Background: an optimization exercise with open tools, aiming at small area. Do not read the settings as production practice.
The RTL was checked by simulation tests, not by an equivalence proof against the original design.

## willow
Design nidhogg, start of the top module:
module nidhogg(
    input wire clk,
    input wire rst,
    input wire BTNL,
    input wire BTNR,
    input wire BTND,
    input wire BTNU,
    input wire BTNC,
    input wire sw,
    input wire PS2Data,
    input wire PS2Clk,
    output wire vs,
    output wire hs,
    output wire [3:0] r,
    output wire [3:0] g,
    output wire [3:0] b,
    output wire [11:0] rom_bg_addr,
    input  wire [11:0] rom_bg_data,
    output wire [11:0] rom_torch_up_addr,
    input  wire [11:0] rom_torch_up_data,
    output wire [11:0] rom_torch_down_addr,
    input  wire [11:0] rom_torch_down_data,
    output wire [11:0] rom_window_up_addr,
    input  wire [11:0] rom_window_up_data,
    output wire [11:0] rom_window_down_addr,
    input  wire [11:0] rom_window_down_data,
    output wire [11:0] rom_pl_head_addr,
    input  wire [11:0] rom_pl_head1_data,
    input  wire [11:0] rom_pl_head2_data,
    output wire [11:0] rom_pl_legs_addr,
    input  wire [11:0] rom_pl_legs1_data,
    input  wire [11:0] rom_pl_legs2_data,
    output wire [9:0]  rom_pl_sword_addr,
    input  wire [11:0] rom_pl_sword_data,
    output wire [11:0] rom_pr_head_addr,
    input  wire [11:0] rom_pr_head1_data,
    input  wire [11:0] rom_pr_head2_data,
    output wire [11:0] rom_pr_legs_addr,
    input  wire [11:0] rom_pr_legs1_data,
    input  wire [11:0] rom_pr_legs2_data,
    output wire [9:0]  rom_pr_sword_addr,
    input  wire [11:0] rom_pr_sword_data,
    output wire [13:0] rom_sign_l_addr,
    input  wire [11:0] rom_sign_l_data,
    output wire [13:0] rom_sign_r_addr,
    input  wire [11:0] rom_sign_r_data,
    output wire [9:0]  rom_crown_r_addr,
    input  wire [11:0] rom_crown_r_data,
    output wire [9:0]  rom_crown_l_addr,
    input  wire [11:0] rom_crown_l_data
);
    function ge16(input [15:0] x, input [15:0] k);
        integer i;
        reg r;
        begin
            r = 1'b1;
            for (i = 0; i < 16; i = i + 1)
                r = k[i] ? (x[i] & r) : (x[i] | r);
            ge16 = r;
        end
    endfunction
    function le16(input [15:0] x, input [15:0] k);
        integer i;
        reg r;
        begin
            r = 1'b1;
            for (i = 0; i < 16; i = i + 1)
                r = k[i] ? (~x[i] | r) : (~x[i] & r);
  ...
clock: 25.0 ns
lec_check: 0
cap_margin: 20
core_margin: 2
core_utilization: 65
slew_margin: 20
standard.sh (not shown) runs the stock make flow with config.mk's settings and CLKGATE_MAP_FILE= SYNTH_SCRIPT=/design/flow/synth_recipe.tcl, a recipe that flattens the netlist after the stock synthesis.
==> flow/flow/run.sh <==
#!/bin/bash
# Standard layout (bash standard.sh), with two changes:
#  - the port buffers are the smallest buffer (sky130_fd_sc_hd__buf_1) instead
#    of the one buffer_ports picks by default; every input and output port
#    still gets its own buffer;
#  - clock tree synthesis uses clkbuf_4 buffers, sink clusters of up to 10
#    flip-flops within 40 um, and no dummy loads.
export BUFFER_PORTS_ARGS="-buffer_cell sky130_fd_sc_hd__buf_1"
export CTS_ARGS="-sink_clustering_enable -repair_clock_nets -dont_use_dummy_load -buf_list sky130_fd_sc_hd__clkbuf_4 -sink_clustering_size 10 -sink_clustering_max_diameter 40"
bash standard.sh > standard.log 2>&1
> inputs changed (willow -> maple)
--- a/flow/design.v
+++ b/flow/design.v
@@ -267,13 +267,13 @@
     rinc #(7)  u_RP_cc (.a(RP_cc), .s(RP_cc_inc));
     rinc #(10) u_RP_xs (.a(RP_xs), .s(RP_xs_inc));
     wire RP_top = (le16(RY, 16'd250));               
     wire [11:0] RX_mv;
     radd #(12) u_RX_mv (.a(RX), .b({{11{RP_left}}, 1'b1}), .s(RX_mv));
     wire [8:0]  RY_mv;
-    radd #(9) u_RY_mv (.a(RY), .b({{8{~(!RP_y0 && (RP_top || RP_falling))}}, 1'b1}), .s(RY_mv));
+    radd #(9) u_RY_mv (.a(RY), .b({{8{~(RP_top || RP_falling)}}, 1'b1}), .s(RY_mv));
     always @(posedge clk)
         if (rst) begin
             RX_nxt <= 12'd661; RY_nxt <= 9'd450; RP_xs <= 10'd32;
             RP_cnt <= C0; RP_cc <= 0; RP_falling <= 0; RP_sp_nxt <= 0; RP_legs <= 0;
         end else begin
             if (pos_reset) begin
@@ -281,13 +281,13 @@
                 RY_nxt <= 9'd450;
             end else if (RP_S) begin
                 RP_cnt <= C0;
                 RP_cc <= RP_cc_inc;
                 if (RP_y0 && RP_s0) begin
                     if (RP_LR)         RX_nxt <= RX_mv;
-                    else if (RP_jump)  begin RY_nxt <= RY_mv; RP_falling <= 0; end
+                    else if (RP_jump)  begin RY_nxt <= 9'd449; RP_falling <= 0; end
                     else if (RP_throw) RP_xs <= 10'd33;
                     else if (RP_down)  RP_sp_nxt <= 0;
                     else if (RP_up)    RP_sp_nxt <= 1;
                 end else if (!RP_y0 && RP_s0) begin
                     RY_nxt <= RY_mv;
                     if (RP_top) RP_falling <= ~RP_falling;
@@ -295,13 +295,13 @@
                     else if (RP_throw) RP_xs <= 10'd33;
                     else if (RP_down)  RP_sp_nxt <= 0;
                     else if (RP_up)    RP_sp_nxt <= 1;
                 end else if (RP_y0) begin
                     if (ge16(RP_xs, 16'd633)) RP_xs <= 10'd32;
                     else if (RP_LR)    RX_nxt <= RX_mv;
-                    else if (RP_jump)  begin RY_nxt <= RY_mv; RP_falling <= 0; end
+                    else if (RP_jump)  begin RY_nxt <= 9'd449; RP_falling <= 0; end
                     else if (RP_down)  RP_sp_nxt <= 0;
                     else if (RP_up)    RP_sp_nxt <= 1;
                 end else begin
                     if (ge16(RP_xs, 16'd233)) RP_xs <= 10'd32;
                     else begin
                         RY_nxt <= RY_mv;
@@ -338,33 +338,32 @@
     rinc #(7)  u_LP_cc (.a(LP_cc), .s(LP_cc_inc));
     rinc #(10) u_LP_xs (.a(LP_xs), .s(LP_xs_inc));
     wire LP_top = (le16(LY, 16'd250));
     wire [11:0] LX_mv;
     raddc #(12) u_LX_mv (.a(LX), .b({12{~BTNR && !deadL_k}}), .cin(BTNR && !deadL_k), .s(LX_mv));
     wire [8:0]  LY_mv;
-    wire LY_dn = !deadL_k && !LP_y0 && (LP_top || LP_falling);
-    raddc #(9) u_LY_mv (.a(LY), .b({9{!deadL_k && !LY_dn}}), .cin(LY_dn), .s(LY_mv));
+    radd #(9) u_LY_mv (.a(LY), .b({{8{~(LP_top || LP_falling)}}, 1'b1}), .s(LY_mv));
     always @(posedge clk)
         if (rst) begin
             LX_nxt <= 12'd75; LY_nxt <= 9'd450; LP_xs <= 10'd64;
             LP_cnt <= C0; LP_cc <= 0; LP_falling <= 0; LP_sp_nxt <= 0; LP_legs <= 0;
         end else begin
             if (pos_reset) begin
                 LX_nxt <= 12'd75;
                 LY_nxt <= 9'd450;
             end else if (deadL_k) begin
                 if (LP_LR)             LX_nxt <= LX_mv;
-                else if (BTNC)         LY_nxt <= LY_mv;
+                else if (BTNC)         LY_nxt <= LY;
                 else if (sw)           LP_xs <= 10'd64;
                 else if (BTND || BTNU) LP_sp_nxt <= LP_sp;
             end else if (LP_S) begin
                 LP_cnt <= C0;
                 LP_cc <= LP_cc_inc;
                 if (LP_y0 && LP_s0) begin
                     if (LP_LR)     LX_nxt <= LX_mv;
-                    else if (BTNC) begin LY_nxt <= LY_mv; LP_falling <= 0; end
+                    else if (BTNC) begin LY_nxt <= 9'd449; LP_falling <= 0; end
                     else if (sw)   LP_xs <= 10'd65;
                     else if (BTND) LP_sp_nxt <= 0;
                     else if (BTNU) LP_sp_nxt <= 1;
                 end else if (!LP_y0 && LP_s0) begin
                     LY_nxt <= LY_mv;
                     if (LP_top) LP_falling <= ~LP_falling;
@@ -372,13 +371,13 @@
                     else if (sw)   LP_xs <= 10'd65;
                     else if (BTND) LP_sp_nxt <= 0;
                     else if (BTNU) LP_sp_nxt <= 1;
                 end else if (LP_y0) begin
                     if (ge16(LP_xs, 16'd665)) LP_xs <= 10'd64;
                     else if (LP_LR) LX_nxt <= LX_mv;
-                    else if (BTNC) begin LY_nxt <= LY_mv; LP_falling <= 0; end
+                    else if (BTNC) begin LY_nxt <= 9'd449; LP_falling <= 0; end
                     else if (BTND) LP_sp_nxt <= 0;
                     else if (BTNU) LP_sp_nxt <= 1;
                 end else begin
                     if (ge16(LP_xs, 16'd665)) LP_xs <= 10'd64;
                     else begin
                         LY_nxt <= LY_mv;
Notes after the runs:
- maple | status: complete | timing, DRC, antenna: pass
- Relative area of clock buffers and inverters in the final design on maple is up relative to willow.
- Status: total placed instance area parity (willow, maple)
- maple vs. willow: routed wire length down about 2.8%; wire length per cell after detailed routing fell 0.78 µm.
- willow → maple: number of instances in the synthesized netlist climbed about 1%, final worst-path cycle share moved up, final area did not really move, count of clock-buffer cells in the layout increased by 10% relative to the old numbers.
- Between maple and willow, the effective utilization at floorplan does not differ in any meaningful way.
- In the metrics for willow and maple, the one carrying the lower worst reg2reg path depth is willow.

==> port drivers added, routing unchanged <==
The flow's constraints put no driver on any port. The routed layouts listed below were extracted and timed again, unchanged, in two steps.
Step 1 (the two cells are an assumption about what drives the block):
set clk [get_ports {clk}]
set_driving_cell -lib_cell sky130_fd_sc_hd__clkbuf_16 $clk
set_driving_cell -lib_cell sky130_fd_sc_hd__buf_2 [delete_from_list [all_inputs] $clk]
Step 2 also shifts input and output timing later by t, the mid clock arrival at the registers, as if the neighbouring blocks saw the same clock.
Slacks: no drivers / after step 1 / after step 2; pairs: no drivers / after step 1.
run | t (ns) | setup slack, ns | worst hold slack (ns) | slew at the worst register clock pin (ns) | worst data-port slew with drivers (ns)
willow | 0.861 | 15.504 / 15.466 / 14.675 | 0.327 / 0.327 / 0.327 | 0.11 / 0.11 | 0.11
maple | 0.813 | 15.297 / 15.297 / 14.676 | 0.314 / 0.314 / 0.314 | 0.12 / 0.12 | 0.08
After both steps setup and hold are still met in every run listed. For willow, which loses most, drivers alone change the setup slack by -0.038 ns; drivers and shift together by -0.829 ns.
